Background: an optimization exercise with open tools, aiming at small area, a short achievable clock period and few clock cycles. Do not read the settings as production practice. Function was checked by simulation only, so behaviour that the tests miss may differ from the original. Power figures rest on the tool's default switching activity, not on a simulated workload.

==> flow/design.v <==
module matmul
#(
    parameter DIM_BITS = 16,
    parameter MEM_AW = 16,
    parameter MEM_DW = 32,
    parameter PREC = 16)
(
    input [MEM_AW-1:0] aBASE,
    input [DIM_BITS-1:0] aCOLS,
    input [DIM_BITS-1:0] aROWS,
    input [DIM_BITS-1:0] aSTRIDE,
    input [MEM_AW-1:0] bBASE,
    input [DIM_BITS-1:0] bCOLS,
    input [DIM_BITS-1:0] bSTRIDE,
    input [MEM_AW-1:0] cBASE,
    input [DIM_BITS-1:0] cSTRIDE,
    input clk,
    input go,
    input [MEM_DW-1:0] mem_rdata,
    input rst_n,
    output reg [MEM_AW-1:0] mem_addr,
    output reg mem_req,
    output [MEM_DW-1:0] mem_wdata,
    output reg mem_write,
    output reg ret
);
localparam S_IDLE = 2'd0;
localparam S_RD   = 2'd1;
localparam S_GAP  = 2'd2;
localparam S_WR   = 2'd3;
localparam K_A0 = 2'd0;
localparam K_B0 = 2'd1;
localparam K_B1 = 2'd2;
localparam K_A1 = 2'd3;
reg [1:0] st;
reg [1:0] ph;           
reg       gcnt;         
reg       kfirst;       
reg       wpend;        
reg       zero;         
reg       shortk;       
reg       w_r1, w_c1;   
reg       w_nrow;       
reg       w_done;       
reg [15:0] krem, jrem, irem;
reg [15:0] a_row, a_ptr, b_col, b_ptr, c_row, c_ptr;
reg [15:0] a_s, b_s, c_s;   
reg        klast, jlast, ilast, r1, c1;   
reg        bend;         
reg       q_v, d1_v, d2_v;
reg       q_f, d1_f, d2_f;
reg [1:0] q_k, d1_k, d2_k;
wire arr_a0 = d2_v & (d2_k == K_A0);
wire arr_b0 = d2_v & (d2_k == K_B0);
wire arr_b1 = d2_v & (d2_k == K_B1);
wire arr_a1 = d2_v & (d2_k == K_A1);
reg [15:0] rd1;           
reg [15:0] hb0;
reg [15:0] xr;
reg [8:0] y_one, y_two, y_neg;    
wire [15:0] ysrc = zero ? 16'd0 :
                   (arr_b0 | arr_b1) ? mem_rdata[15:0] :
                   arr_a1 ? rd1 :
                   pend ? hb0 : 16'd0;
wire [8:0] ysrc_one, ysrc_two, ysrc_neg;
matmul_booth_enc u_enc (.y(ysrc), .one(ysrc_one), .two(ysrc_two), .neg(ysrc_neg));
reg m_v, m_f, pend;
reg [31:0] ps, pc;       
wire [31:0] ms, mc;
matmul_csmul u_mul (.x(xr), .yone(y_one), .ytwo(y_two), .yneg(y_neg), .s(ms), .c(mc));
wire [31:0] acc_s = acc0 ^ ps ^ pc;
wire [31:0] acc_c = ((acc0 & ps) | (acc0 & pc) | (ps & pc));
reg [31:0] acc0, acc1, acc2, acc3;
assign mem_wdata = acc3;
wire [15:0] a_step2 = {a_s[14:0], 1'b0};
wire [15:0] c_step2 = {c_s[14:0], 1'b0};
reg [1:0]  st_n;
reg [1:0]  ph_n, q_k_n;
reg        mem_req_n, ret_n, q_v_n, q_f_n, mem_write_n;
reg        gcnt_n, kfirst_n, wpend_n, zero_n, shortk_n;
reg        w_r1_n, w_c1_n, w_nrow_n, w_done_n;
reg [15:0] mem_addr_n, krem_n, jrem_n, irem_n;
reg [15:0] abase, aoff;
reg        acin, ajunk;
reg [15:0] a_row_n, a_ptr_n, b_col_n, b_ptr_n, c_row_n, c_ptr_n;
always @* begin
    st_n = st;
    ph_n = ph;
    gcnt_n = gcnt;
    kfirst_n = kfirst;
    wpend_n = wpend;
    zero_n = zero;
    shortk_n = shortk;
    w_r1_n = w_r1;
    w_c1_n = w_c1;
    w_nrow_n = w_nrow;
    w_done_n = w_done;
    krem_n = krem;
    jrem_n = jrem;
    irem_n = irem;
    a_row_n = a_row;
    a_ptr_n = a_ptr;
    b_col_n = b_col;
    b_ptr_n = b_ptr;
    c_row_n = c_row;
    c_ptr_n = c_ptr;
    abase = a_ptr;
    aoff = 16'd0;
    acin = 1'b0;
    mem_write_n = 1'b1;
    mem_req_n = 1'b0;
    ret_n = 1'b0;
    q_v_n = 1'b0;
    q_f_n = kfirst;
    q_k_n = ph;
    case (st)
        S_IDLE: begin
            zero_n = (aCOLS == 16'd0);
            shortk_n = (aCOLS[15:1] == 15'd0);
            krem_n = aCOLS;
            jrem_n = bCOLS;
            irem_n = aROWS;
            a_row_n = aBASE;
            a_ptr_n = aBASE;
            b_col_n = bBASE;
            b_ptr_n = bBASE;
            c_row_n = cBASE;
            c_ptr_n = cBASE;
            kfirst_n = 1'b1;
            wpend_n = 1'b0;
            w_r1_n = 1'b1;
            w_c1_n = 1'b1;
            w_done_n = 1'b1;
            if (go) begin
                if ((aROWS == 16'd0) || (bCOLS == 16'd0)) begin
                    st_n = S_WR;
                    ph_n = 2'd3;
                end
                else begin
                    st_n = S_RD;
                    ph_n = 2'd0;
                end
            end
        end
        S_RD: begin
            mem_req_n = 1'b1;
            mem_write_n = 1'b0;
            q_v_n = 1'b1;
            case (ph)
                2'd0: begin
                    abase = a_ptr;
                    ph_n = 2'd1;
                end
                2'd1: begin
                    abase = b_ptr;
                    ph_n = 2'd2;
                    if (wpend) begin
                        st_n = S_WR;
                        ph_n = 2'd0;
                        wpend_n = 1'b0;
                    end
                end
                2'd2: begin
                    abase = b_ptr;
                    acin = 1'b1;
                    ph_n = 2'd3;
                end
                2'd3: begin
                    abase = a_ptr;
                    aoff = a_s;
                    ph_n = 2'd0;
                    if (!bend) begin
                        krem_n = krem - 16'd1;
                        kfirst_n = 1'b0;
                        a_ptr_n = a_ptr + 16'd1;
                        b_ptr_n = b_ptr + b_s;
                    end
                    else begin
                        kfirst_n = 1'b1;
                        krem_n = aCOLS;
                        w_r1_n = r1;
                        w_c1_n = c1;
                        w_nrow_n = jlast;
                        w_done_n = jlast & ilast;
                        if (!jlast) begin
                            a_ptr_n = a_row;
                            b_col_n = b_col + 16'd2;
                            b_ptr_n = b_col + 16'd2;
                            jrem_n = jrem - 16'd2;
                        end
                        else begin
                            a_row_n = a_row + a_step2;
                            a_ptr_n = a_row + a_step2;
                            b_col_n = bBASE;
                            b_ptr_n = bBASE;
                            jrem_n = bCOLS;
                            irem_n = irem - 16'd2;
                        end
                        if ((jlast & ilast) | shortk) begin
                            st_n = S_GAP;
                            gcnt_n = 1'b0;
                        end
                        else begin
                            wpend_n = 1'b1;
                        end
                    end
                end
            endcase
        end
        S_GAP: begin
            gcnt_n = 1'b1;
            if (gcnt) begin
                st_n = S_WR;
                ph_n = 2'd0;
            end
        end
        S_WR: begin
            mem_write_n = 1'b1;
            case (ph)
                2'd0: begin
                    abase = c_ptr;
                    mem_req_n = 1'b1;
                    ph_n = 2'd1;
                end
                2'd1: begin
                    abase = c_ptr;
                    acin = 1'b1;
                    mem_req_n = ~w_c1;
                    ph_n = 2'd2;
                end
                2'd2: begin
                    abase = c_ptr;
                    aoff = c_s;
                    acin = 1'b1;
                    mem_req_n = ~w_r1 & ~w_c1;
                    ph_n = 2'd3;
                end
                2'd3: begin
                    abase = c_ptr;
                    aoff = c_s;
                    mem_req_n = ~w_r1;
                    if (w_nrow) begin
                        c_row_n = c_row + c_step2;
                        c_ptr_n = c_row + c_step2;
                    end
                    else begin
                        c_ptr_n = c_ptr + 16'd2;
                    end
                    if (w_done) begin
                        st_n = S_IDLE;
                        ret_n = 1'b1;
                    end
                    else begin
                        st_n = S_RD;
                        ph_n = shortk ? 2'd0 : 2'd2;
                    end
                end
            endcase
        end
    endcase
    {mem_addr_n, ajunk} = {abase, 1'b1} + {aoff, acin};
end
always @(posedge clk or negedge rst_n) begin
    if (~rst_n) begin
        st <= S_IDLE;
        mem_req <= 1'b0;
        ret <= 1'b0;
        q_v <= 1'b0;
        d1_v <= 1'b0;
        d2_v <= 1'b0;
        m_v <= 1'b0;
        pend <= 1'b0;
    end
    else begin
        st <= st_n;
        mem_req <= mem_req_n;
        ret <= ret_n;
        q_v <= q_v_n;
        d1_v <= q_v;
        d2_v <= d1_v;
        m_v <= pend | (d2_v && d2_k != K_A0);
        pend <= ~pend & d2_v & (d2_k == K_A1);
    end
end
always @(posedge clk) begin
    if (st == S_IDLE) begin
        a_s <= aSTRIDE;
        b_s <= bSTRIDE;
        c_s <= cSTRIDE;
    end
    klast <= (krem[15:1] == 15'd0);
    bend <= (st == S_RD) && (ph == 2'd2) && klast;
    jlast <= (jrem[15:2] == 14'd0) && (jrem[1:0] != 2'd3);
    ilast <= (irem[15:2] == 14'd0) && (irem[1:0] != 2'd3);
    r1 <= (irem[15:1] == 15'd0);
    c1 <= (jrem[15:1] == 15'd0);
    ph <= ph_n;
    gcnt <= gcnt_n;
    kfirst <= kfirst_n;
    wpend <= wpend_n;
    zero <= zero_n;
    shortk <= shortk_n;
    w_r1 <= w_r1_n;
    w_c1 <= w_c1_n;
    w_nrow <= w_nrow_n;
    w_done <= w_done_n;
    krem <= krem_n;
    jrem <= jrem_n;
    irem <= irem_n;
    a_row <= a_row_n;
    a_ptr <= a_ptr_n;
    b_col <= b_col_n;
    b_ptr <= b_ptr_n;
    c_row <= c_row_n;
    c_ptr <= c_ptr_n;
    mem_addr <= mem_addr_n;
    mem_write <= mem_write_n;
    q_f <= q_f_n;
    q_k <= q_k_n;
    if (!pend)
        m_f <= d2_f;
end
always @(posedge clk) begin
    d1_f <= q_f;
    d1_k <= q_k;
    d2_f <= d1_f;
    d2_k <= d1_k;
    rd1 <= mem_rdata[15:0];
    if (arr_b0) hb0 <= mem_rdata[15:0];
    if (arr_b0)
        xr <= rd1;
    else if (arr_a1)
        xr <= mem_rdata[15:0];
    y_one <= ysrc_one;
    y_two <= ysrc_two;
    y_neg <= ysrc_neg;
    ps <= ms;
    pc <= mc;
    acc3 <= acc_s + {acc_c[30:0], 1'b0};
    acc2 <= acc3;
    acc1 <= acc2;
    acc0 <= (m_v & m_f) ? 32'd0 : acc1;
end
endmodule
module matmul_booth_enc (
    input [15:0] y,
    output [8:0] one,
    output [8:0] two,
    output [8:0] neg
);
assign one[0] = y[0] ^ 1'b0;
assign two[0] = (y[1] & ~y[0] & ~1'b0) | (~y[1] & y[0] & 1'b0);
assign neg[0] = y[1];
assign one[1] = y[2] ^ y[1];
assign two[1] = (y[3] & ~y[2] & ~y[1]) | (~y[3] & y[2] & y[1]);
assign neg[1] = y[3];
assign one[2] = y[4] ^ y[3];
assign two[2] = (y[5] & ~y[4] & ~y[3]) | (~y[5] & y[4] & y[3]);
assign neg[2] = y[5];
assign one[3] = y[6] ^ y[5];
assign two[3] = (y[7] & ~y[6] & ~y[5]) | (~y[7] & y[6] & y[5]);
assign neg[3] = y[7];
assign one[4] = y[8] ^ y[7];
assign two[4] = (y[9] & ~y[8] & ~y[7]) | (~y[9] & y[8] & y[7]);
assign neg[4] = y[9];
assign one[5] = y[10] ^ y[9];
assign two[5] = (y[11] & ~y[10] & ~y[9]) | (~y[11] & y[10] & y[9]);
assign neg[5] = y[11];
assign one[6] = y[12] ^ y[11];
assign two[6] = (y[13] & ~y[12] & ~y[11]) | (~y[13] & y[12] & y[11]);
assign neg[6] = y[13];
assign one[7] = y[14] ^ y[13];
assign two[7] = (y[15] & ~y[14] & ~y[13]) | (~y[15] & y[14] & y[13]);
assign neg[7] = y[15];
assign one[8] = 1'b0 ^ y[15];
assign two[8] = (1'b0 & ~1'b0 & ~y[15]) | (~1'b0 & 1'b0 & y[15]);
assign neg[8] = 1'b0;
endmodule
module matmul_csmul (
    input [15:0] x,
    input [8:0] yone,
    input [8:0] ytwo,
    input [8:0] yneg,
    output [31:0] s,
    output [31:0] c
);
wire one0 = yone[0];
wire two0 = ytwo[0];
wire neg0 = yneg[0];
wire pp0_0 = ((one0 & x[0]) | (two0 & 1'b0)) ^ neg0;
wire pp0_1 = ((one0 & x[1]) | (two0 & x[0])) ^ neg0;
wire pp0_2 = ((one0 & x[2]) | (two0 & x[1])) ^ neg0;
wire pp0_3 = ((one0 & x[3]) | (two0 & x[2])) ^ neg0;
wire pp0_4 = ((one0 & x[4]) | (two0 & x[3])) ^ neg0;
wire pp0_5 = ((one0 & x[5]) | (two0 & x[4])) ^ neg0;
wire pp0_6 = ((one0 & x[6]) | (two0 & x[5])) ^ neg0;
wire pp0_7 = ((one0 & x[7]) | (two0 & x[6])) ^ neg0;
wire pp0_8 = ((one0 & x[8]) | (two0 & x[7])) ^ neg0;
wire pp0_9 = ((one0 & x[9]) | (two0 & x[8])) ^ neg0;
wire pp0_10 = ((one0 & x[10]) | (two0 & x[9])) ^ neg0;
wire pp0_11 = ((one0 & x[11]) | (two0 & x[10])) ^ neg0;
wire pp0_12 = ((one0 & x[12]) | (two0 & x[11])) ^ neg0;
wire pp0_13 = ((one0 & x[13]) | (two0 & x[12])) ^ neg0;
wire pp0_14 = ((one0 & x[14]) | (two0 & x[13])) ^ neg0;
wire pp0_15 = ((one0 & x[15]) | (two0 & x[14])) ^ neg0;
wire pp0_16 = ((one0 & 1'b0) | (two0 & x[15])) ^ neg0;
wire nn0 = ~neg0;
wire one1 = yone[1];
wire two1 = ytwo[1];
wire neg1 = yneg[1];
wire pp1_0 = ((one1 & x[0]) | (two1 & 1'b0)) ^ neg1;
wire pp1_1 = ((one1 & x[1]) | (two1 & x[0])) ^ neg1;
wire pp1_2 = ((one1 & x[2]) | (two1 & x[1])) ^ neg1;
wire pp1_3 = ((one1 & x[3]) | (two1 & x[2])) ^ neg1;
wire pp1_4 = ((one1 & x[4]) | (two1 & x[3])) ^ neg1;
wire pp1_5 = ((one1 & x[5]) | (two1 & x[4])) ^ neg1;
wire pp1_6 = ((one1 & x[6]) | (two1 & x[5])) ^ neg1;
wire pp1_7 = ((one1 & x[7]) | (two1 & x[6])) ^ neg1;
wire pp1_8 = ((one1 & x[8]) | (two1 & x[7])) ^ neg1;
wire pp1_9 = ((one1 & x[9]) | (two1 & x[8])) ^ neg1;
wire pp1_10 = ((one1 & x[10]) | (two1 & x[9])) ^ neg1;
wire pp1_11 = ((one1 & x[11]) | (two1 & x[10])) ^ neg1;
wire pp1_12 = ((one1 & x[12]) | (two1 & x[11])) ^ neg1;
wire pp1_13 = ((one1 & x[13]) | (two1 & x[12])) ^ neg1;
wire pp1_14 = ((one1 & x[14]) | (two1 & x[13])) ^ neg1;
wire pp1_15 = ((one1 & x[15]) | (two1 & x[14])) ^ neg1;
wire pp1_16 = ((one1 & 1'b0) | (two1 & x[15])) ^ neg1;
wire nn1 = ~neg1;
wire one2 = yone[2];
wire two2 = ytwo[2];
wire neg2 = yneg[2];
wire pp2_0 = ((one2 & x[0]) | (two2 & 1'b0)) ^ neg2;
wire pp2_1 = ((one2 & x[1]) | (two2 & x[0])) ^ neg2;
wire pp2_2 = ((one2 & x[2]) | (two2 & x[1])) ^ neg2;
wire pp2_3 = ((one2 & x[3]) | (two2 & x[2])) ^ neg2;
wire pp2_4 = ((one2 & x[4]) | (two2 & x[3])) ^ neg2;
wire pp2_5 = ((one2 & x[5]) | (two2 & x[4])) ^ neg2;
wire pp2_6 = ((one2 & x[6]) | (two2 & x[5])) ^ neg2;
wire pp2_7 = ((one2 & x[7]) | (two2 & x[6])) ^ neg2;
wire pp2_8 = ((one2 & x[8]) | (two2 & x[7])) ^ neg2;
wire pp2_9 = ((one2 & x[9]) | (two2 & x[8])) ^ neg2;
wire pp2_10 = ((one2 & x[10]) | (two2 & x[9])) ^ neg2;
wire pp2_11 = ((one2 & x[11]) | (two2 & x[10])) ^ neg2;
wire pp2_12 = ((one2 & x[12]) | (two2 & x[11])) ^ neg2;
wire pp2_13 = ((one2 & x[13]) | (two2 & x[12])) ^ neg2;
wire pp2_14 = ((one2 & x[14]) | (two2 & x[13])) ^ neg2;
wire pp2_15 = ((one2 & x[15]) | (two2 & x[14])) ^ neg2;
wire pp2_16 = ((one2 & 1'b0) | (two2 & x[15])) ^ neg2;
wire nn2 = ~neg2;
wire one3 = yone[3];
wire two3 = ytwo[3];
wire neg3 = yneg[3];
wire pp3_0 = ((one3 & x[0]) | (two3 & 1'b0)) ^ neg3;
wire pp3_1 = ((one3 & x[1]) | (two3 & x[0])) ^ neg3;
wire pp3_2 = ((one3 & x[2]) | (two3 & x[1])) ^ neg3;
wire pp3_3 = ((one3 & x[3]) | (two3 & x[2])) ^ neg3;
wire pp3_4 = ((one3 & x[4]) | (two3 & x[3])) ^ neg3;
wire pp3_5 = ((one3 & x[5]) | (two3 & x[4])) ^ neg3;
wire pp3_6 = ((one3 & x[6]) | (two3 & x[5])) ^ neg3;
wire pp3_7 = ((one3 & x[7]) | (two3 & x[6])) ^ neg3;
wire pp3_8 = ((one3 & x[8]) | (two3 & x[7])) ^ neg3;
wire pp3_9 = ((one3 & x[9]) | (two3 & x[8])) ^ neg3;
wire pp3_10 = ((one3 & x[10]) | (two3 & x[9])) ^ neg3;
wire pp3_11 = ((one3 & x[11]) | (two3 & x[10])) ^ neg3;
wire pp3_12 = ((one3 & x[12]) | (two3 & x[11])) ^ neg3;
wire pp3_13 = ((one3 & x[13]) | (two3 & x[12])) ^ neg3;
wire pp3_14 = ((one3 & x[14]) | (two3 & x[13])) ^ neg3;
wire pp3_15 = ((one3 & x[15]) | (two3 & x[14])) ^ neg3;
wire pp3_16 = ((one3 & 1'b0) | (two3 & x[15])) ^ neg3;
wire nn3 = ~neg3;
wire one4 = yone[4];
wire two4 = ytwo[4];
wire neg4 = yneg[4];
wire pp4_0 = ((one4 & x[0]) | (two4 & 1'b0)) ^ neg4;
wire pp4_1 = ((one4 & x[1]) | (two4 & x[0])) ^ neg4;
wire pp4_2 = ((one4 & x[2]) | (two4 & x[1])) ^ neg4;
wire pp4_3 = ((one4 & x[3]) | (two4 & x[2])) ^ neg4;
wire pp4_4 = ((one4 & x[4]) | (two4 & x[3])) ^ neg4;
wire pp4_5 = ((one4 & x[5]) | (two4 & x[4])) ^ neg4;
wire pp4_6 = ((one4 & x[6]) | (two4 & x[5])) ^ neg4;
wire pp4_7 = ((one4 & x[7]) | (two4 & x[6])) ^ neg4;
wire pp4_8 = ((one4 & x[8]) | (two4 & x[7])) ^ neg4;
wire pp4_9 = ((one4 & x[9]) | (two4 & x[8])) ^ neg4;
wire pp4_10 = ((one4 & x[10]) | (two4 & x[9])) ^ neg4;
wire pp4_11 = ((one4 & x[11]) | (two4 & x[10])) ^ neg4;
wire pp4_12 = ((one4 & x[12]) | (two4 & x[11])) ^ neg4;
wire pp4_13 = ((one4 & x[13]) | (two4 & x[12])) ^ neg4;
wire pp4_14 = ((one4 & x[14]) | (two4 & x[13])) ^ neg4;
wire pp4_15 = ((one4 & x[15]) | (two4 & x[14])) ^ neg4;
wire pp4_16 = ((one4 & 1'b0) | (two4 & x[15])) ^ neg4;
wire nn4 = ~neg4;
wire one5 = yone[5];
wire two5 = ytwo[5];
wire neg5 = yneg[5];
wire pp5_0 = ((one5 & x[0]) | (two5 & 1'b0)) ^ neg5;
wire pp5_1 = ((one5 & x[1]) | (two5 & x[0])) ^ neg5;
wire pp5_2 = ((one5 & x[2]) | (two5 & x[1])) ^ neg5;
wire pp5_3 = ((one5 & x[3]) | (two5 & x[2])) ^ neg5;
wire pp5_4 = ((one5 & x[4]) | (two5 & x[3])) ^ neg5;
wire pp5_5 = ((one5 & x[5]) | (two5 & x[4])) ^ neg5;
wire pp5_6 = ((one5 & x[6]) | (two5 & x[5])) ^ neg5;
wire pp5_7 = ((one5 & x[7]) | (two5 & x[6])) ^ neg5;
wire pp5_8 = ((one5 & x[8]) | (two5 & x[7])) ^ neg5;
wire pp5_9 = ((one5 & x[9]) | (two5 & x[8])) ^ neg5;
wire pp5_10 = ((one5 & x[10]) | (two5 & x[9])) ^ neg5;
wire pp5_11 = ((one5 & x[11]) | (two5 & x[10])) ^ neg5;
wire pp5_12 = ((one5 & x[12]) | (two5 & x[11])) ^ neg5;
wire pp5_13 = ((one5 & x[13]) | (two5 & x[12])) ^ neg5;
wire pp5_14 = ((one5 & x[14]) | (two5 & x[13])) ^ neg5;
wire pp5_15 = ((one5 & x[15]) | (two5 & x[14])) ^ neg5;
wire pp5_16 = ((one5 & 1'b0) | (two5 & x[15])) ^ neg5;
wire nn5 = ~neg5;
wire one6 = yone[6];
wire two6 = ytwo[6];
wire neg6 = yneg[6];
wire pp6_0 = ((one6 & x[0]) | (two6 & 1'b0)) ^ neg6;
wire pp6_1 = ((one6 & x[1]) | (two6 & x[0])) ^ neg6;
wire pp6_2 = ((one6 & x[2]) | (two6 & x[1])) ^ neg6;
wire pp6_3 = ((one6 & x[3]) | (two6 & x[2])) ^ neg6;
wire pp6_4 = ((one6 & x[4]) | (two6 & x[3])) ^ neg6;
wire pp6_5 = ((one6 & x[5]) | (two6 & x[4])) ^ neg6;
wire pp6_6 = ((one6 & x[6]) | (two6 & x[5])) ^ neg6;
wire pp6_7 = ((one6 & x[7]) | (two6 & x[6])) ^ neg6;
wire pp6_8 = ((one6 & x[8]) | (two6 & x[7])) ^ neg6;
wire pp6_9 = ((one6 & x[9]) | (two6 & x[8])) ^ neg6;
wire pp6_10 = ((one6 & x[10]) | (two6 & x[9])) ^ neg6;
wire pp6_11 = ((one6 & x[11]) | (two6 & x[10])) ^ neg6;
wire pp6_12 = ((one6 & x[12]) | (two6 & x[11])) ^ neg6;
wire pp6_13 = ((one6 & x[13]) | (two6 & x[12])) ^ neg6;
wire pp6_14 = ((one6 & x[14]) | (two6 & x[13])) ^ neg6;
wire pp6_15 = ((one6 & x[15]) | (two6 & x[14])) ^ neg6;
wire pp6_16 = ((one6 & 1'b0) | (two6 & x[15])) ^ neg6;
wire nn6 = ~neg6;
wire one7 = yone[7];
wire two7 = ytwo[7];
wire neg7 = yneg[7];
wire pp7_0 = ((one7 & x[0]) | (two7 & 1'b0)) ^ neg7;
wire pp7_1 = ((one7 & x[1]) | (two7 & x[0])) ^ neg7;
wire pp7_2 = ((one7 & x[2]) | (two7 & x[1])) ^ neg7;
wire pp7_3 = ((one7 & x[3]) | (two7 & x[2])) ^ neg7;
wire pp7_4 = ((one7 & x[4]) | (two7 & x[3])) ^ neg7;
wire pp7_5 = ((one7 & x[5]) | (two7 & x[4])) ^ neg7;
wire pp7_6 = ((one7 & x[6]) | (two7 & x[5])) ^ neg7;
wire pp7_7 = ((one7 & x[7]) | (two7 & x[6])) ^ neg7;
wire pp7_8 = ((one7 & x[8]) | (two7 & x[7])) ^ neg7;
wire pp7_9 = ((one7 & x[9]) | (two7 & x[8])) ^ neg7;
wire pp7_10 = ((one7 & x[10]) | (two7 & x[9])) ^ neg7;
wire pp7_11 = ((one7 & x[11]) | (two7 & x[10])) ^ neg7;
wire pp7_12 = ((one7 & x[12]) | (two7 & x[11])) ^ neg7;
wire pp7_13 = ((one7 & x[13]) | (two7 & x[12])) ^ neg7;
wire pp7_14 = ((one7 & x[14]) | (two7 & x[13])) ^ neg7;
wire pp7_15 = ((one7 & x[15]) | (two7 & x[14])) ^ neg7;
wire pp7_16 = ((one7 & 1'b0) | (two7 & x[15])) ^ neg7;
wire nn7 = ~neg7;
wire one8 = yone[8];
wire two8 = ytwo[8];
wire neg8 = yneg[8];
wire pp8_0 = ((one8 & x[0]) | (two8 & 1'b0)) ^ neg8;
wire pp8_1 = ((one8 & x[1]) | (two8 & x[0])) ^ neg8;
wire pp8_2 = ((one8 & x[2]) | (two8 & x[1])) ^ neg8;
wire pp8_3 = ((one8 & x[3]) | (two8 & x[2])) ^ neg8;
wire pp8_4 = ((one8 & x[4]) | (two8 & x[3])) ^ neg8;
wire pp8_5 = ((one8 & x[5]) | (two8 & x[4])) ^ neg8;
wire pp8_6 = ((one8 & x[6]) | (two8 & x[5])) ^ neg8;
wire pp8_7 = ((one8 & x[7]) | (two8 & x[6])) ^ neg8;
wire pp8_8 = ((one8 & x[8]) | (two8 & x[7])) ^ neg8;
wire pp8_9 = ((one8 & x[9]) | (two8 & x[8])) ^ neg8;
wire pp8_10 = ((one8 & x[10]) | (two8 & x[9])) ^ neg8;
wire pp8_11 = ((one8 & x[11]) | (two8 & x[10])) ^ neg8;
wire pp8_12 = ((one8 & x[12]) | (two8 & x[11])) ^ neg8;
wire pp8_13 = ((one8 & x[13]) | (two8 & x[12])) ^ neg8;
wire pp8_14 = ((one8 & x[14]) | (two8 & x[13])) ^ neg8;
wire pp8_15 = ((one8 & x[15]) | (two8 & x[14])) ^ neg8;
wire s1 = pp0_10 ^ pp1_8;
wire c2 = pp0_10 & pp1_8;
wire s3 = pp0_11 ^ pp1_9;
wire c4 = pp0_11 & pp1_9;
wire s5 = pp0_12 ^ pp1_10 ^ pp2_8;
wire c6 = (pp0_12 & pp1_10) | (pp0_12 & pp2_8) | (pp1_10 & pp2_8);
wire s7 = pp3_6 ^ pp4_4;
wire c8 = pp3_6 & pp4_4;
wire s9 = pp0_13 ^ pp1_11 ^ pp2_9;
wire c10 = (pp0_13 & pp1_11) | (pp0_13 & pp2_9) | (pp1_11 & pp2_9);
wire s11 = pp3_7 ^ pp4_5;
wire c12 = pp3_7 & pp4_5;
wire s13 = pp0_14 ^ pp1_12 ^ pp2_10;
wire c14 = (pp0_14 & pp1_12) | (pp0_14 & pp2_10) | (pp1_12 & pp2_10);
wire s15 = pp3_8 ^ pp4_6 ^ pp5_4;
wire c16 = (pp3_8 & pp4_6) | (pp3_8 & pp5_4) | (pp4_6 & pp5_4);
wire s17 = pp6_2 ^ pp7_0;
wire c18 = pp6_2 & pp7_0;
wire s19 = pp0_15 ^ pp1_13 ^ pp2_11;
wire c20 = (pp0_15 & pp1_13) | (pp0_15 & pp2_11) | (pp1_13 & pp2_11);
wire s21 = pp3_9 ^ pp4_7 ^ pp5_5;
wire c22 = (pp3_9 & pp4_7) | (pp3_9 & pp5_5) | (pp4_7 & pp5_5);
wire s23 = pp6_3 ^ pp7_1;
wire c24 = pp6_3 & pp7_1;
wire s25 = pp0_16 ^ pp1_14 ^ pp2_12;
wire c26 = (pp0_16 & pp1_14) | (pp0_16 & pp2_12) | (pp1_14 & pp2_12);
wire s27 = pp3_10 ^ pp4_8 ^ pp5_6;
wire c28 = (pp3_10 & pp4_8) | (pp3_10 & pp5_6) | (pp4_8 & pp5_6);
wire s29 = pp6_4 ^ pp7_2 ^ pp8_0;
wire c30 = (pp6_4 & pp7_2) | (pp6_4 & pp8_0) | (pp7_2 & pp8_0);
wire s31 = neg0 ^ pp1_15 ^ pp2_13;
wire c32 = (neg0 & pp1_15) | (neg0 & pp2_13) | (pp1_15 & pp2_13);
wire s33 = pp3_11 ^ pp4_9 ^ pp5_7;
wire c34 = (pp3_11 & pp4_9) | (pp3_11 & pp5_7) | (pp4_9 & pp5_7);
wire s35 = pp6_5 ^ pp7_3 ^ pp8_1;
wire c36 = (pp6_5 & pp7_3) | (pp6_5 & pp8_1) | (pp7_3 & pp8_1);
wire s37 = neg0 ^ pp1_16 ^ pp2_14;
wire c38 = (neg0 & pp1_16) | (neg0 & pp2_14) | (pp1_16 & pp2_14);
wire s39 = pp3_12 ^ pp4_10 ^ pp5_8;
wire c40 = (pp3_12 & pp4_10) | (pp3_12 & pp5_8) | (pp4_10 & pp5_8);
wire s41 = pp6_6 ^ pp7_4 ^ pp8_2;
wire c42 = (pp6_6 & pp7_4) | (pp6_6 & pp8_2) | (pp7_4 & pp8_2);
wire s43 = nn0 ^ nn1 ^ pp2_15;
wire c44 = (nn0 & nn1) | (nn0 & pp2_15) | (nn1 & pp2_15);
wire s45 = pp3_13 ^ pp4_11 ^ pp5_9;
wire c46 = (pp3_13 & pp4_11) | (pp3_13 & pp5_9) | (pp4_11 & pp5_9);
wire s47 = pp6_7 ^ pp7_5 ^ pp8_3;
wire c48 = (pp6_7 & pp7_5) | (pp6_7 & pp8_3) | (pp7_5 & pp8_3);
wire s49 = pp2_16 ^ pp3_14 ^ pp4_12;
wire c50 = (pp2_16 & pp3_14) | (pp2_16 & pp4_12) | (pp3_14 & pp4_12);
wire s51 = pp5_10 ^ pp6_8 ^ pp7_6;
wire c52 = (pp5_10 & pp6_8) | (pp5_10 & pp7_6) | (pp6_8 & pp7_6);
wire s53 = pp8_4 ^ 1'b1;
wire c54 = pp8_4 & 1'b1;
wire s55 = nn2 ^ pp3_15 ^ pp4_13;
wire c56 = (nn2 & pp3_15) | (nn2 & pp4_13) | (pp3_15 & pp4_13);
wire s57 = pp5_11 ^ pp6_9 ^ pp7_7;
wire c58 = (pp5_11 & pp6_9) | (pp5_11 & pp7_7) | (pp6_9 & pp7_7);
wire s59 = pp3_16 ^ pp4_14 ^ pp5_12;
wire c60 = (pp3_16 & pp4_14) | (pp3_16 & pp5_12) | (pp4_14 & pp5_12);
wire s61 = pp6_10 ^ pp7_8;
wire c62 = pp6_10 & pp7_8;
wire s63 = nn3 ^ pp4_15 ^ pp5_13;
wire c64 = (nn3 & pp4_15) | (nn3 & pp5_13) | (pp4_15 & pp5_13);
wire s65 = pp4_16 ^ pp5_14;
wire c66 = pp4_16 & pp5_14;
wire s67 = pp0_6 ^ pp1_4;
wire c68 = pp0_6 & pp1_4;
wire s69 = pp0_7 ^ pp1_5;
wire c70 = pp0_7 & pp1_5;
wire s71 = pp0_8 ^ pp1_6 ^ pp2_4;
wire c72 = (pp0_8 & pp1_6) | (pp0_8 & pp2_4) | (pp1_6 & pp2_4);
wire s73 = pp3_2 ^ pp4_0;
wire c74 = pp3_2 & pp4_0;
wire s75 = pp0_9 ^ pp1_7 ^ pp2_5;
wire c76 = (pp0_9 & pp1_7) | (pp0_9 & pp2_5) | (pp1_7 & pp2_5);
wire s77 = pp3_3 ^ pp4_1;
wire c78 = pp3_3 & pp4_1;
wire s79 = pp2_6 ^ pp3_4 ^ pp4_2;
wire c80 = (pp2_6 & pp3_4) | (pp2_6 & pp4_2) | (pp3_4 & pp4_2);
wire s81 = pp5_0 ^ neg5 ^ s1;
wire c82 = (pp5_0 & neg5) | (pp5_0 & s1) | (neg5 & s1);
wire s83 = pp2_7 ^ pp3_5 ^ pp4_3;
wire c84 = (pp2_7 & pp3_5) | (pp2_7 & pp4_3) | (pp3_5 & pp4_3);
wire s85 = pp5_1 ^ s3 ^ c2;
wire c86 = (pp5_1 & s3) | (pp5_1 & c2) | (s3 & c2);
wire s87 = pp5_2 ^ pp6_0 ^ neg6;
wire c88 = (pp5_2 & pp6_0) | (pp5_2 & neg6) | (pp6_0 & neg6);
wire s89 = s5 ^ s7 ^ c4;
wire c90 = (s5 & s7) | (s5 & c4) | (s7 & c4);
wire s91 = pp5_3 ^ pp6_1 ^ s9;
wire c92 = (pp5_3 & pp6_1) | (pp5_3 & s9) | (pp6_1 & s9);
wire s93 = s11 ^ c6 ^ c8;
wire c94 = (s11 & c6) | (s11 & c8) | (c6 & c8);
wire s95 = neg7 ^ s13 ^ s15;
wire c96 = (neg7 & s13) | (neg7 & s15) | (s13 & s15);
wire s97 = s17 ^ c10 ^ c12;
wire c98 = (s17 & c10) | (s17 & c12) | (c10 & c12);
wire s99 = s19 ^ s21 ^ s23;
wire c100 = (s19 & s21) | (s19 & s23) | (s21 & s23);
wire s101 = c14 ^ c16 ^ c18;
wire c102 = (c14 & c16) | (c14 & c18) | (c16 & c18);
wire s103 = s25 ^ s27 ^ s29;
wire c104 = (s25 & s27) | (s25 & s29) | (s27 & s29);
wire s105 = c20 ^ c22 ^ c24;
wire c106 = (c20 & c22) | (c20 & c24) | (c22 & c24);
wire s107 = s31 ^ s33 ^ s35;
wire c108 = (s31 & s33) | (s31 & s35) | (s33 & s35);
wire s109 = c26 ^ c28 ^ c30;
wire c110 = (c26 & c28) | (c26 & c30) | (c28 & c30);
wire s111 = s37 ^ s39 ^ s41;
wire c112 = (s37 & s39) | (s37 & s41) | (s39 & s41);
wire s113 = c32 ^ c34 ^ c36;
wire c114 = (c32 & c34) | (c32 & c36) | (c34 & c36);
wire s115 = s43 ^ s45 ^ s47;
wire c116 = (s43 & s45) | (s43 & s47) | (s45 & s47);
wire s117 = c38 ^ c40 ^ c42;
wire c118 = (c38 & c40) | (c38 & c42) | (c40 & c42);
wire s119 = s49 ^ s51 ^ s53;
wire c120 = (s49 & s51) | (s49 & s53) | (s51 & s53);
wire s121 = c44 ^ c46 ^ c48;
wire c122 = (c44 & c46) | (c44 & c48) | (c46 & c48);
wire s123 = pp8_5 ^ s55 ^ s57;
wire c124 = (pp8_5 & s55) | (pp8_5 & s57) | (s55 & s57);
wire s125 = c50 ^ c52 ^ c54;
wire c126 = (c50 & c52) | (c50 & c54) | (c52 & c54);
wire s127 = pp8_6 ^ 1'b1 ^ s59;
wire c128 = (pp8_6 & 1'b1) | (pp8_6 & s59) | (1'b1 & s59);
wire s129 = s61 ^ c56 ^ c58;
wire c130 = (s61 & c56) | (s61 & c58) | (c56 & c58);
wire s131 = pp6_11 ^ pp7_9 ^ pp8_7;
wire c132 = (pp6_11 & pp7_9) | (pp6_11 & pp8_7) | (pp7_9 & pp8_7);
wire s133 = s63 ^ c60 ^ c62;
wire c134 = (s63 & c60) | (s63 & c62) | (c60 & c62);
wire s135 = pp6_12 ^ pp7_10 ^ pp8_8;
wire c136 = (pp6_12 & pp7_10) | (pp6_12 & pp8_8) | (pp7_10 & pp8_8);
wire s137 = 1'b1 ^ s65 ^ c64;
wire c138 = (1'b1 & s65) | (1'b1 & c64) | (s65 & c64);
wire s139 = nn4 ^ pp5_15 ^ pp6_13;
wire c140 = (nn4 & pp5_15) | (nn4 & pp6_13) | (pp5_15 & pp6_13);
wire s141 = pp7_11 ^ pp8_9 ^ c66;
wire c142 = (pp7_11 & pp8_9) | (pp7_11 & c66) | (pp8_9 & c66);
wire s143 = pp5_16 ^ pp6_14 ^ pp7_12;
wire c144 = (pp5_16 & pp6_14) | (pp5_16 & pp7_12) | (pp6_14 & pp7_12);
wire s145 = pp8_10 ^ 1'b1;
wire c146 = pp8_10 & 1'b1;
wire s147 = nn5 ^ pp6_15 ^ pp7_13;
wire c148 = (nn5 & pp6_15) | (nn5 & pp7_13) | (pp6_15 & pp7_13);
wire s149 = pp6_16 ^ pp7_14;
wire c150 = pp6_16 & pp7_14;
wire s151 = pp0_4 ^ pp1_2;
wire c152 = pp0_4 & pp1_2;
wire s153 = pp0_5 ^ pp1_3;
wire c154 = pp0_5 & pp1_3;
wire s155 = pp2_2 ^ pp3_0 ^ neg3;
wire c156 = (pp2_2 & pp3_0) | (pp2_2 & neg3) | (pp3_0 & neg3);
wire s157 = pp2_3 ^ pp3_1 ^ s69;
wire c158 = (pp2_3 & pp3_1) | (pp2_3 & s69) | (pp3_1 & s69);
wire s159 = neg4 ^ s71 ^ s73;
wire c160 = (neg4 & s71) | (neg4 & s73) | (s71 & s73);
wire s161 = s75 ^ s77 ^ c72;
wire c162 = (s75 & s77) | (s75 & c72) | (s77 & c72);
wire s163 = s79 ^ s81 ^ c76;
wire c164 = (s79 & s81) | (s79 & c76) | (s81 & c76);
wire s165 = s83 ^ s85 ^ c80;
wire c166 = (s83 & s85) | (s83 & c80) | (s85 & c80);
wire s167 = s87 ^ s89 ^ c84;
wire c168 = (s87 & s89) | (s87 & c84) | (s89 & c84);
wire s169 = s91 ^ s93 ^ c88;
wire c170 = (s91 & s93) | (s91 & c88) | (s93 & c88);
wire s171 = s95 ^ s97 ^ c92;
wire c172 = (s95 & s97) | (s95 & c92) | (s97 & c92);
wire s173 = s99 ^ s101 ^ c96;
wire c174 = (s99 & s101) | (s99 & c96) | (s101 & c96);
wire s175 = s103 ^ s105 ^ c100;
wire c176 = (s103 & s105) | (s103 & c100) | (s105 & c100);
wire s177 = s107 ^ s109 ^ c104;
wire c178 = (s107 & s109) | (s107 & c104) | (s109 & c104);
wire s179 = s111 ^ s113 ^ c108;
wire c180 = (s111 & s113) | (s111 & c108) | (s113 & c108);
wire s181 = s115 ^ s117 ^ c112;
wire c182 = (s115 & s117) | (s115 & c112) | (s117 & c112);
wire s183 = s119 ^ s121 ^ c116;
wire c184 = (s119 & s121) | (s119 & c116) | (s121 & c116);
wire s185 = s123 ^ s125 ^ c120;
wire c186 = (s123 & s125) | (s123 & c120) | (s125 & c120);
wire s187 = s127 ^ s129 ^ c124;
wire c188 = (s127 & s129) | (s127 & c124) | (s129 & c124);
wire s189 = s131 ^ s133 ^ c128;
wire c190 = (s131 & s133) | (s131 & c128) | (s133 & c128);
wire s191 = s135 ^ s137 ^ c132;
wire c192 = (s135 & s137) | (s135 & c132) | (s137 & c132);
wire s193 = s139 ^ s141 ^ c136;
wire c194 = (s139 & s141) | (s139 & c136) | (s141 & c136);
wire s195 = s143 ^ s145 ^ c140;
wire c196 = (s143 & s145) | (s143 & c140) | (s145 & c140);
wire s197 = pp8_11 ^ s147 ^ c144;
wire c198 = (pp8_11 & s147) | (pp8_11 & c144) | (s147 & c144);
wire s199 = pp8_12 ^ 1'b1 ^ s149;
wire c200 = (pp8_12 & 1'b1) | (pp8_12 & s149) | (1'b1 & s149);
wire s201 = nn6 ^ pp7_15 ^ pp8_13;
wire c202 = (nn6 & pp7_15) | (nn6 & pp8_13) | (pp7_15 & pp8_13);
wire s203 = pp7_16 ^ pp8_14;
wire c204 = pp7_16 & pp8_14;
wire s205 = pp0_2 ^ pp1_0;
wire c206 = pp0_2 & pp1_0;
wire s207 = pp0_3 ^ pp1_1;
wire c208 = pp0_3 & pp1_1;
wire s209 = pp2_0 ^ neg2 ^ s151;
wire c210 = (pp2_0 & neg2) | (pp2_0 & s151) | (neg2 & s151);
wire s211 = pp2_1 ^ s153 ^ c152;
wire c212 = (pp2_1 & s153) | (pp2_1 & c152) | (s153 & c152);
wire s213 = s67 ^ s155 ^ c154;
wire c214 = (s67 & s155) | (s67 & c154) | (s155 & c154);
wire s215 = c68 ^ s157 ^ c156;
wire c216 = (c68 & s157) | (c68 & c156) | (s157 & c156);
wire s217 = c70 ^ s159 ^ c158;
wire c218 = (c70 & s159) | (c70 & c158) | (s159 & c158);
wire s219 = c74 ^ s161 ^ c160;
wire c220 = (c74 & s161) | (c74 & c160) | (s161 & c160);
wire s221 = c78 ^ s163 ^ c162;
wire c222 = (c78 & s163) | (c78 & c162) | (s163 & c162);
wire s223 = c82 ^ s165 ^ c164;
wire c224 = (c82 & s165) | (c82 & c164) | (s165 & c164);
wire s225 = c86 ^ s167 ^ c166;
wire c226 = (c86 & s167) | (c86 & c166) | (s167 & c166);
wire s227 = c90 ^ s169 ^ c168;
wire c228 = (c90 & s169) | (c90 & c168) | (s169 & c168);
wire s229 = c94 ^ s171 ^ c170;
wire c230 = (c94 & s171) | (c94 & c170) | (s171 & c170);
wire s231 = c98 ^ s173 ^ c172;
wire c232 = (c98 & s173) | (c98 & c172) | (s173 & c172);
wire s233 = c102 ^ s175 ^ c174;
wire c234 = (c102 & s175) | (c102 & c174) | (s175 & c174);
wire s235 = c106 ^ s177 ^ c176;
wire c236 = (c106 & s177) | (c106 & c176) | (s177 & c176);
wire s237 = c110 ^ s179 ^ c178;
wire c238 = (c110 & s179) | (c110 & c178) | (s179 & c178);
wire s239 = c114 ^ s181 ^ c180;
wire c240 = (c114 & s181) | (c114 & c180) | (s181 & c180);
wire s241 = c118 ^ s183 ^ c182;
wire c242 = (c118 & s183) | (c118 & c182) | (s183 & c182);
wire s243 = c122 ^ s185 ^ c184;
wire c244 = (c122 & s185) | (c122 & c184) | (s185 & c184);
wire s245 = c126 ^ s187 ^ c186;
wire c246 = (c126 & s187) | (c126 & c186) | (s187 & c186);
wire s247 = c130 ^ s189 ^ c188;
wire c248 = (c130 & s189) | (c130 & c188) | (s189 & c188);
wire s249 = c134 ^ s191 ^ c190;
wire c250 = (c134 & s191) | (c134 & c190) | (s191 & c190);
wire s251 = c138 ^ s193 ^ c192;
wire c252 = (c138 & s193) | (c138 & c192) | (s193 & c192);
wire s253 = c142 ^ s195 ^ c194;
wire c254 = (c142 & s195) | (c142 & c194) | (s195 & c194);
wire s255 = c146 ^ s197 ^ c196;
wire c256 = (c146 & s197) | (c146 & c196) | (s197 & c196);
wire s257 = c148 ^ s199 ^ c198;
wire c258 = (c148 & s199) | (c148 & c198) | (s199 & c198);
wire s259 = c150 ^ s201 ^ c200;
wire c260 = (c150 & s201) | (c150 & c200) | (s201 & c200);
wire s261 = 1'b1 ^ s203 ^ c202;
wire c262 = (1'b1 & s203) | (1'b1 & c202) | (s203 & c202);
wire s263 = nn7 ^ pp8_15 ^ c204;
wire c264 = (nn7 & pp8_15) | (nn7 & c204) | (pp8_15 & c204);
assign s[0] = pp0_0;
assign c[0] = neg0;
assign s[1] = pp0_1;
assign c[1] = 1'b0;
assign s[2] = neg1;
assign c[2] = s205;
assign s[3] = s207;
assign c[3] = c206;
assign s[4] = s209;
assign c[4] = c208;
assign s[5] = s211;
assign c[5] = c210;
assign s[6] = s213;
assign c[6] = c212;
assign s[7] = s215;
assign c[7] = c214;
assign s[8] = s217;
assign c[8] = c216;
assign s[9] = s219;
assign c[9] = c218;
assign s[10] = s221;
assign c[10] = c220;
assign s[11] = s223;
assign c[11] = c222;
assign s[12] = s225;
assign c[12] = c224;
assign s[13] = s227;
assign c[13] = c226;
assign s[14] = s229;
assign c[14] = c228;
assign s[15] = s231;
assign c[15] = c230;
assign s[16] = s233;
assign c[16] = c232;
assign s[17] = s235;
assign c[17] = c234;
assign s[18] = s237;
assign c[18] = c236;
assign s[19] = s239;
assign c[19] = c238;
assign s[20] = s241;
assign c[20] = c240;
assign s[21] = s243;
assign c[21] = c242;
assign s[22] = s245;
assign c[22] = c244;
assign s[23] = s247;
assign c[23] = c246;
assign s[24] = s249;
assign c[24] = c248;
assign s[25] = s251;
assign c[25] = c250;
assign s[26] = s253;
assign c[26] = c252;
assign s[27] = s255;
assign c[27] = c254;
assign s[28] = s257;
assign c[28] = c256;
assign s[29] = s259;
assign c[29] = c258;
assign s[30] = s261;
assign c[30] = c260;
assign s[31] = s263;
assign c[31] = c262;
endmodule
==> flow/flow/run.sh <==
#!/bin/bash
# The standard layout, with two changes to how it is made (the SDC and its
# 10 ns clock are unchanged): port buffers use the small buf_1 cell instead of
# the default delay buffer, and repair_timing aims for a larger setup margin.
set -euo pipefail
bash standard.sh 'BUFFER_PORTS_ARGS=-buffer_cell sky130_fd_sc_hd__buf_1' SETUP_SLACK_MARGIN=6.8 finish > standard_make.log 2>&1
==> flow/standard.sh <==
#!/bin/bash
# synth_recipe.tcl (not shown) runs the flow's synth.tcl, then flattens the netlist and writes it again
# the make line also repeats each setting of config.mk as NAME=value (left out here)
make -C /OpenROAD-flow-scripts/flow DESIGN_CONFIG=/design/flow/config.mk WORK_HOME=/design/flow/orfs CLKGATE_MAP_FILE= SYNTH_SCRIPT=/design/flow/synth_recipe.tcl "${@:-finish}"
==> flow/config.mk <==
export PLATFORM = sky130hd
export DESIGN_NAME = matmul
export DESIGN_NICKNAME = matmul
export VERILOG_FILES = /design/flow/design.v
export SDC_FILE = /design/flow/constraint.sdc
export NUM_CORES = 4
export LEC_CHECK = 0
export ABC_CLOCK_PERIOD_IN_PS = 2500
export CAP_MARGIN = 20
export CORE_MARGIN = 2
export CORE_UTILIZATION = 40
export CTS_CLUSTER_DIAMETER = 60
export CTS_CLUSTER_SIZE = 25
export PLACE_DENSITY = 0.6
export SLEW_MARGIN = 20
==> flow/constraint.sdc <==
create_clock -name core_clock -period 10.0 [get_ports {clk}]
set_input_delay 2.0000 -clock core_clock [delete_from_list [all_inputs] [get_ports {clk}]]
set_output_delay 2.0000 -clock core_clock [all_outputs]
set_load 0.01 [all_outputs]
==> results of run 1 <==
## cell usage after synthesis, drive strengths merged, types with 13 or more instances
master / n / area share, %
nor4: 22 / 0.53
nand4: 23 / 0.50
xnor2: 214 / 6.6
clkbuf: 137 / 1.8
buf: 25 / 0.41
a31oi: 19 / 0.42
a211oi: 22 / 0.59
a22oi: 124 / 3.3
a21oi: 135 / 2.4
a221oi: 20 / 0.67
nor2b: 22 / 0.48
inv: 150 / 2.0
fa: 138 / 9.7
nand2: 243 / 3.2
o21ai: 117 / 2.1
o22ai: 13 / 0.28
mux2i: 29 / 1.0
mux2: 22 / 0.87
xor2: 83 / 2.5
a21o: 51 / 1.3
dfxtp: 263 / 18
a22o: 18 / 0.55
and2: 41 / 0.90
and3: 16 / 0.35
nor2: 158 / 2.1
nand3: 65 / 1.1
edfxtp: 236 / 25
nor3: 41 / 0.72
o21a: 18 / 0.47
ha: 129 / 5.6
## metrics by stage
stage	util (%)	instance area (um2)	total power, mW	hold WS [ns]
after floorplan	-	28700	4.407	0.3096
after global placement	42.36	30130	5.003	0.3117
after detailed placement	42.39	30150	5.044	0.3121
after CTS	46.44	33030	7.182	0.3292
after global routing	47.12	33510	7.659	0.3354
final	47.13	33510	7.149	0.3252
## state kept, by name, summed over array words and instances (netlist names), 8 cells and up
signal,flops
acc0,32
acc1,32
acc2,32
acc3,32
ps,32
pc,31
a_ptr,16
a_row,16
a_s,16
b_col,16
b_ptr,16
b_s,16
c_ptr,16
c_row,16
c_s,16
hb0,16
irem,16
jrem,16
krem,16
mem_addr,16
rd1,16
xr,16
y_one,9
y_two,8
## routing by layer
metal,global-route usage (%),vias to the layer above
li1,-,10086
met2,35.32,725
met1,26.47,10541
met5,0,-
met4,7.967,14
met3,3.565,174
## cells in the final DEF (no fill, tap or decap), types with 22 or more instances in the layout
cell	instances
nand4_1	23
a21oi_1	129
ha_1	118
a22oi_1	98
buf_1	195
o21ai_0	109
a21o_1	51
edfxtp_1	236
xor2_1	83
and2_1	41
mux2i_1	29
inv_1	139
nor2_1	156
nand3_1	65
mux2_2	22
clkbuf_16	53
dfxtp_1	242
a22oi_2	26
fa_1	136
nor3_1	39
nand2_1	241
buf_4	84
xnor2_1	209
## area by class of cell
class / instances / area [um2]
fill: 6581 / 37600
inverter: 154 / 605.6
antenna: 2 / 5.005
tap: 950 / 1189
clock inverter: 37 / 500.5
sequential: 508 / 12640
clock buffer: 55 / 1344
timing repair buffer: 325 / 1927
multi-input combinational: 1908 / 15300
## worst reg2reg max path, stage by stage (launching register included)
cell	delay (ns)
edfxtp_1	0.42
buf_12	0.17
buf_4	0.14
a22oi_1	0.19
xnor2_1	0.13
fa_1	0.59
fa_1	0.45
fa_1	0.54
inv_1	0.05
fa_1	0.44
## cell families after synthesis
family | after synthesis | synth area share (%)
compound gates | 619 | 14.51
xor+xnor | 297 | 9.092
fa+ha+maj | 267 | 15.30
buf+inv | 316 | 4.229
flops | 508 | 43.96
mux | 51 | 1.880
simple gates | 674 | 11.04
## what timing repair did
item / in CTS / in global routing
pin swaps: 22 / 37
hold buffers: 0 / 0
gates resized for setup: 86 / 90
endpoints found under the setup margin: 228 / 62
buffers inserted: 79 / 14
cloned: 2 / 0
## report_power, final
part / internal, mW / switching (mW) / total (mW)
clock network: 1.06 / 1.01 / 2.07
registers: 2.46 / 0.147 / 2.61
logic: 1.05 / 1.41 / 2.46
## how the worst max path moves through the flow
| stage | startpoint | to | cells past startpoint |
|---|---|---|---|
| global route | xr[12] | ps[21] | 10 |
| CTS | mem_req | mem_req | 1 |
| finish | mem_req | mem_req | 1 |
| floorplan | st[1] | mem_addr[11] | 14 |
| global placement | st[1] | mem_addr[11] | 14 |
| detailed placement | st[1] | mem_addr[11] | 14 |
==> impl_metrics.yaml, run 1 <==
placed_design:
  gp_congestion: 0.9058
  place_hpwl_um: 56130
  dpl.cell_count: 3750
  io_buffers: 213
  place_ws_ns: 5.197
final_layout:
  drive_gt1_share_pct: 12.39
  finalNetCount: 3392
  fin_cells: 3939
  syn_to_final_growth_pct: 17.14
yosys:
  synthFlopType: "dfxtp_1"
  yosys_register_bits: 508
  synth-warning-count: 1
  synth_edf_count: 236
  yosysUniqueCellTypes: 80
  yosysSeqAreaShare_pct: 43.96
  synth.avg_cell_area_um2: 10.47
  synth_area_um2: 28610
  synthArstFlopShare_pct: 1.772
  synth_cells: 2732
  synth_nets: 3178
floorplan:
  fp.coreArea_um2: 71120
  ios: 230
  die_y_um: 271.4
  initial_core_util_pct: 40.23
  die-area_um2: 73680
  dieWidth_um: 271.4
  num_rows: 98
timing:
  worst_slew_pin_slew_ns: 1.029
  period_share_pct: 32.65
  period_needed_ns: 3.265
  setup_viol: 0
  setup_ws_ns: 6.735
  max_freq_ghz: 0.3063
  slew_violations: 0
  finClkSkew_ns: 0.04291
  hold_viol_final: 0
  setup-tns-final_ns: 0
  rsz0062_at_grt: "yes"
  slew_headroom_pct: 31.27
route:
  vias: 21540
  ant_nets: 0
  met1_length_um: 32270
  wire_per_inst_um: 19.86
  drc: 0
  wl_met3_um: 5113
  highest_layer: "met5"
  via_per_inst: 5.468
  drt_pre_antenna_iters: 6
  wl_met2_um: 38010
  routed_wl_um: 78220
  drt-initial-drc-count: 1660
critical_path:
  rr_startpoint: "xr[12]"
  r2r-end: "ps[18]"
  crit_slowest_cell: "dfrtp_1"
  slowest_delay_ns: 0.45
  start_kind: "register"
  arrival_ns: 1.27
  crit_fanout: 1
  worstSetupPathType: "register to output port"
  end_kind: "output port"
  critPathBufInv: 1
  cp_top_family: "flip-flops"
  cp.required_ns: 8.00
  reg2reg_depth: 9
  crit_chain: "buf_2"
  reg2reg_setup_slack_ns: 6.78
clock_network:
  cts_sinks: 508
  clk_pin_slew_ns: 0.08
  cts_tree: "done"
  cts_root_buffer: "clkbuf_16"
  clk_path_buf_depth: 3
  numCtsBuffers: 49
  worstSkewPairLatency_ns: 0.64
  cts_htree_levels: 2
global_routing:
  grt_max_degree: 56
  track_usage_pct: 20.81
  grt_pass1_wl_um: 121200
  antenna_found_initial: 9
  overflow: 0
  first_global_vias: 21730
worst_hold_path:
  hold_class: "register to register"
  whs_path_depth: 0
  hold_path_end: "acc1[5]"
  hp-start: "acc2[5]"
outcome:
  status: "finished clean"
power:
  peakVddDrop_mv: 0.1763
  p_per_area_nw_per_um2: 213.3
  power_leakage_nw: 12.96
run:
  drv_cap: 0
Testbench counts, summed over its fixed seeds: cycles 52,372.
==> run 2, diff against run 1 <==
==> flow/config.mk (replaced) <==
export PLATFORM = sky130hd
export DESIGN_NAME = matmul
export DESIGN_NICKNAME = matmul
export VERILOG_FILES = /design/flow/design.v
export SDC_FILE = /design/flow/constraint.sdc
export NUM_CORES = 4
export LEC_CHECK = 0
export ABC_CLOCK_PERIOD_IN_PS = 3000
export CAP_MARGIN = 20
export CORE_MARGIN = 2
export CORE_UTILIZATION = 40
export CTS_CLUSTER_DIAMETER = 70
export CTS_CLUSTER_SIZE = 35
export PLACE_DENSITY = 0.6
export SLEW_MARGIN = 20
==> impl_metrics.yaml, run 2 <==
timing:
  period_needed_ns: 3.289
  setup_viol: 0
  hold_viol_final: 0
  finClkSkew_ns: 0.04004
  rsz0062_at_grt: "yes"
  worst_slew_pin_slew_ns: 1.043
  slew_violations: 0
  max_freq_ghz: 0.3040
  setup-tns-final_ns: 0
  whs_ns: 0.3206
  slew_headroom_pct: 30.31
  period_share_pct: 32.89
floorplan:
  fp.coreArea_um2: 71120
  dieWidth_um: 271.4
  ios: 230
  die_y_um: 271.4
  initial_core_util_pct: 40.23
  die-area_um2: 73680
  num_rows: 98
yosys:
  synth_edf_count: 236
  yosys_register_bits: 508
  synth-warning-count: 1
  synth.avg_cell_area_um2: 10.47
  synth_nets: 3178
  synth.top_cells.by_count: "263 x dfxtp_1, 243 x nand2_1, 236 x edfxtp_1"
  yosys.area.top_type_share_pct: 24.77
  yosysUniqueCellTypes: 80
  yosysSeqAreaShare_pct: 43.96
  ys_top_cells_by_area: "edfxtp_1 25%, dfxtp_1 18%, fa_1 9.7%"
  synth_area_um2: 28610
  synthArstFlopShare_pct: 1.772
  synth.most_common_cell: "dfxtp_1"
  synth.largest_area_cell: "edfxtp_1"
  synthFlopType: "dfxtp_1"
  synth_cells: 2732
route:
  wire_per_inst_um: 19.95
  routed_wl_um: 78390
  ant_nets: 0
  drt_pre_antenna_iters: 7
  vias: 21453
  via_per_inst: 5.459
  drt-initial-drc-count: 1395
  drc: 0
global_routing:
  grt_pass1_wl_um: 121500
  first_global_vias: 21673
  track_usage_pct: 20.89
  overflow: 0
  antenna_found_initial: 9
  grt_max_degree: 56
worst_hold_path:
  hold_class: "register to register"
  whs_path_depth: 0
placed_design:
  gp_congestion: 0.9058
  io_buffers: 213
  place_hpwl_um: 56130
  place_area_um2: 30150
power:
  power_mw: 6.972
  peakVddDrop_mv: 0.1951
  p_per_area_nw_per_um2: 208.5
  power_leakage_nw: 12.86
final_layout:
  layout_commonest_cell: "dfxtp_1"
  final_area_um2: 33440
  drive_gt1_share_pct: 13.40
  syn_to_final_growth_pct: 16.88
  finalNetCount: 3393
  final_cell_mix: "241 x dfxtp_1, 240 x nand2_1, 236 x edfxtp_1"
critical_path:
  endpoint: "ps[15]"
  cp.required_ns: 10.55
  rr_startpoint: "xr[10]"
  arrival_ns: 3.84
  reg2reg_setup_slack_ns: 6.71
  worstSetupPathType: "register to register"
  crit_start: "xr[10]"
  r2r-end: "ps[15]"
  reg2reg_depth: 10
  end_kind: "register"
  crit_fanout: 5
  start_kind: "register"
clock_network:
  clk_pin_slew_ns: 0.11
  cts_htree_levels: 2
  cts_root_buffer: "clkbuf_16"
  ctsHoldBuffers: 0
  worstSkewPairLatency_ns: 0.61
  numCtsBuffers: 40
  clk_path_buf_depth: 3
  cts_sinks: 508
  cts_tree: "done"
run:
  drv_cap: 0
outcome:
  status: "finished clean"
-- run 2: metal layers --
metal | track usage, % | routed length (um) | vias up
met1 | 26.30 | 31940 | 10508
met4 | 7.620 | 2801 | 14
met5 | 0 | 92 | -
li1 | - | - | 10074
met3 | 3.600 | 5167 | 165
met2 | 35.96 | 38390 | 692
-- run 2: what timing repair did --
action / 4_1_cts / 5_1_grt
resized for setup: 110 / 106
pin swaps: 55 / 71
endpoints found under the setup margin: 230 / 79
setup buffers: 84 / 18
cloned: 3 / 0
-- run 2: cell families (layout without fill, tap and decap cells) --
logic type      Yosys count  in the layout  share of synthesized area [%]
simple gates            674            674                          11.04
xor+xnor                297            297                          9.092
compound gates          619            619                          14.51
other cells               0              2                              0
flops                   508            508                          43.96
fa+ha+maj               267            267                          15.30
mux                      51             51                          1.880
buf+inv                 316            562                          4.229
-- run 2: cell type report --
type / instances / area [um2]
Fill cell: 6582 / 37680
Multi-Input combinational cell: 1908 / 15460
Sequential cell: 508 / 12630
Timing Repair Buffer: 335 / 2011
Tap cell: 950 / 1189
Clock buffer: 41 / 1015
Inverter: 154 / 604.3
Clock inverter: 32 / 525.5
Antenna cell: 2 / 5.005
-- run 2: how the worst min path moves through the flow --
| stage | start | endpoint | slack, ns |
|---|---|---|---|
| 6_report | d1_k[0] | d2_k[0] | 0.32 |
| 5_1_grt | d1_k[1] | d2_k[1] | 0.34 |
| 4_1_cts | d1_k[0] | d2_k[0] | 0.33 |
| 3_5_place_dp | acc2[19] | acc1[19] | 0.31 |
| 3_3_place_gp | acc2[26] | acc1[26] | 0.31 |
| 2_1_floorplan | acc2[0] | acc1[0] | 0.31 |
-- run 2: stage by stage --
step                cells  util (%)  setup slack (ns)
global route         3929     47.02             6.641
detailed placement   3750     42.39             5.197
floorplan            2732         -             6.790
finish               3930     47.02             6.711
CTS                  3910     46.23             6.738
global placement     3749     42.36             5.233
-- run 2: worst max-delay path, stage by stage, from the launching register on --
cell,delay [ns]
edfxtp_1,0.50
buf_4,0.18
buf_6,0.13
a22oi_2,0.19
xnor2_1,0.11
fa_2,0.54
inv_2,0.06
fa_1,0.46
fa_1,0.50
inv_2,0.04
fa_2,0.51
-- run 2: power by group --
part           switching, mW  internal (mW)
logic                   1.44           1.07
registers              0.150           2.46
clock network          0.965          0.880
total                   2.55           4.42
==> run 3, diff against run 2 <==
--- a/flow/config.mk
+++ b/flow/config.mk
@@ -9,7 +9,7 @@
 export CAP_MARGIN = 20
 export CORE_MARGIN = 2
 export CORE_UTILIZATION = 40
-export CTS_CLUSTER_DIAMETER = 70
-export CTS_CLUSTER_SIZE = 35
-export PLACE_DENSITY = 0.6
+export CTS_CLUSTER_DIAMETER = 60
+export CTS_CLUSTER_SIZE = 25
+export PLACE_DENSITY = 0.7
 export SLEW_MARGIN = 20
==> impl_metrics.yaml, run 3 <==
clock_network:
  clk_path_buf_depth: 3
  cts_tree: "done"
  cts_htree_levels: 2
  cts_sinks: 508
  cts_root_buffer: "clkbuf_16"
  clk_pin_slew_ns: 0.09
  worstSkewPairLatency_ns: 0.60
  numCtsBuffers: 41
yosys:
  synth_edf_count: 236
  synth-warning-count: 1
  synth.largest_area_cell: "edfxtp_1"
  synth.top_cells.by_count: "263 x dfxtp_1, 243 x nand2_1, 236 x edfxtp_1"
  yosysSeqAreaShare_pct: 43.96
  yosysUniqueCellTypes: 80
  synth_area_um2: 28610
  yosys.area.top_type_share_pct: 24.77
  synth.most_common_cell: "dfxtp_1"
  yosys_register_bits: 508
  synth.avg_cell_area_um2: 10.47
  synth_nets: 3178
  ys_top_cells_by_area: "edfxtp_1 25%, dfxtp_1 18%, fa_1 9.7%"
  synthFlopType: "dfxtp_1"
  synth_cells: 2732
  synthArstFlopShare_pct: 1.772
floorplan:
  ios: 230
  dieWidth_um: 271.4
  fp.coreArea_um2: 71120
  die_y_um: 271.4
  die-area_um2: 73680
  initial_core_util_pct: 40.23
  num_rows: 98
worst_hold_path:
  hold_class: "register to register"
final_layout:
  drive_gt1_share_pct: 10.74
  finalNetCount: 3383
  post-route-util_pct: 46.23
  syn_to_final_growth_pct: 14.91
  final_cell_mix: "243 x nand2_1, 241 x dfxtp_1, 236 x edfxtp_1"
  layout_commonest_cell: "nand2_1"
critical_path:
  worstSetupPathType: "register to register"
  reg2reg_setup_slack_ns: 6.77
  cp.required_ns: 10.47
  start_kind: "register"
  arrival_ns: 3.70
  crit_fanout: 16
  end_kind: "register"
timing:
  slew_headroom_pct: 30.51
  slew_violations: 0
  period_needed_ns: 3.233
  worst_slew_pin_slew_ns: 1.041
  period_share_pct: 32.33
  max_freq_ghz: 0.3093
  setup_ws_ns: 6.767
  finClkSkew_ns: 0.02867
  hold_viol_final: 0
  setup-tns-final_ns: 0
  rsz0062_at_grt: "yes"
  setup_viol: 0
global_routing:
  grt_max_degree: 62
  met2_usage_pct: 33.95
  grt_pass1_wl_um: 113900
  antenna_found_initial: 9
  track_usage_pct: 19.54
  busiest_layer: "met2"
  met1_usage_pct: 24.58
  first_global_vias: 20325
  grt_use_met3_pct: 3.397
  overflow: 0
route:
  ant_nets: 0
  routed_wl_um: 73710
  via_per_inst: 5.403
  vias: 21189
  drt-initial-drc-count: 1862
  drt_pre_antenna_iters: 6
  drc: 0
  wire_per_inst_um: 18.79
power:
  power_mw: 6.791
  power_leakage_nw: 12.69
  peakVddDrop_mv: 0.1834
  p_per_area_nw_per_um2: 206.6
placed_design:
  place_hpwl_um: 53170
  place_ws_ns: 5.727
  io_buffers: 213
  gp_congestion: 0.8813
run:
  drv_cap: 0
outcome:
  status: "finished clean"
-- run 3: cell counts after synthesis --
Identical to the previous run, type by type.
-- run 3: kinds of logic after synthesis --
family                     Yosys count  share of synthesized area, %
xor gates and xnor gates           297                         9.092
adders and majority gates          267                         15.30
DFF                                508                         43.96
and+or+nand+nor                    674                         11.04
buffers and inverters              316                         4.229
AOI/OAI and AO/OA                  619                         14.51
muxes                               51                         1.880
-- run 3: path summary, 6_finish.rpt --
kind / start / end / depth (start not counted)
setup / recovery: y_two[3] / ps[21] / 9
hold / removal: acc2[28] / acc1[28] / 0
setup reg to reg: y_two[3] / ps[21] / 9
hold reg to reg: acc2[28] / acc1[28] / 0
max in group asynchronous: rst_n / ret / 1
min in group asynchronous: rst_n / mem_req / 1
-- run 3: metrics by stage --
step	hold slack (ns)	std cells	area (um2)
4_1_cts	0.3267	3891	32400
2_1_floorplan	0.3096	2732	28700
6_report	0.3228	3922	32880
5_1_grt	0.3272	3920	32870
3_3_place_gp	0.3108	3749	30120
3_5_place_dp	0.3121	3749	30120
-- run 3: cell type report --
class / count / area (um2)
clock inverter: 27 / 366.6
clock buffer: 49 / 1130
fill: 6535 / 38240
timing repair buffer: 323 / 1785
sequential: 508 / 12620
antenna: 2 / 5.005
tap: 950 / 1189
timing repair inverter: 1 / 5.005
multi-input combinational: 1908 / 15180
inverter: 154 / 599.3
-- run 3: worst max-delay path, cell delays in order (launching register included) --
cell     delay (ns)
dfxtp_2        0.59
a22oi_2        0.14
xnor2_1        0.17
fa_1           0.54
inv_1          0.05
fa_1           0.52
inv_1          0.06
fa_1           0.52
inv_1          0.05
fa_1           0.46
-- run 3: what timing repair did --
| action | 4_1_cts | 5_1_grt |
|---|---|---|
| setup endpoints to repair | 172 | 97 |
| hold buffers | 0 | 0 |
| pin swaps | 14 | 41 |
| resized for setup | 63 | 53 |
| hold endpoints to repair | 0 | 0 |
| gates cloned | 1 | 0 |
| setup buffers | 65 | 29 |
-- run 3: routing by layer --
layer | vias to the layer above | wire length (um)
met5 | - | 86
met4 | 14 | 2680
met2 | 849 | 36060
li1 | 10064 | -
met3 | 173 | 5383
met1 | 10089 | 29500
-- run 3: report_power, final --
group          internal (mW)  switching [mW]  leakage (nW)
sequential              2.46           0.145          4.48
clock                  0.901           0.878         0.728
combinational           1.02            1.38          7.48
total                   4.39            2.40          12.7

[what the ideal ports hide]
No port has a modelled driver above. Below, the same layouts with a new extraction and two added sets of constraints.
Step 1 (the two cells are an assumption about what drives the block):
set clk [get_ports {clk}]
set_driving_cell -lib_cell sky130_fd_sc_hd__clkbuf_16 $clk
set_driving_cell -lib_cell sky130_fd_sc_hd__buf_2 [delete_from_list [all_inputs] $clk]
Step 2 times the ports against the registers' clock, not the clock port: input delays grow and output delays shrink by t, the midpoint of the rising clock arrivals with the driver on.
a / b / c = ideal ports / drivers / drivers and shift; a / b = the first two.
| run | shift t [ns] | setup WS [ns] | hold slack, ns | slew at the worst register clock pin (ns) | worst slew at a driven data input, ns |
|---|---|---|---|---|---|
| run 1 | 0.676 | 6.735 / 6.676 / 6.492 | 0.325 / 0.325 / 0.325 | 0.08 / 0.08 | 0.13 |
| run 2 | 0.653 | 6.711 / 6.704 / 6.466 | 0.321 / 0.321 / 0.321 | 0.11 / 0.11 | 0.13 |
| run 3 | 0.645 | 6.767 / 6.767 / 6.480 | 0.323 / 0.323 / 0.323 | 0.09 / 0.09 | 0.14 |
After both steps every run listed still meets setup and hold. For run 3, which loses most, drivers alone change the setup slack by 0.000 ns; drivers and shift together by -0.287 ns.
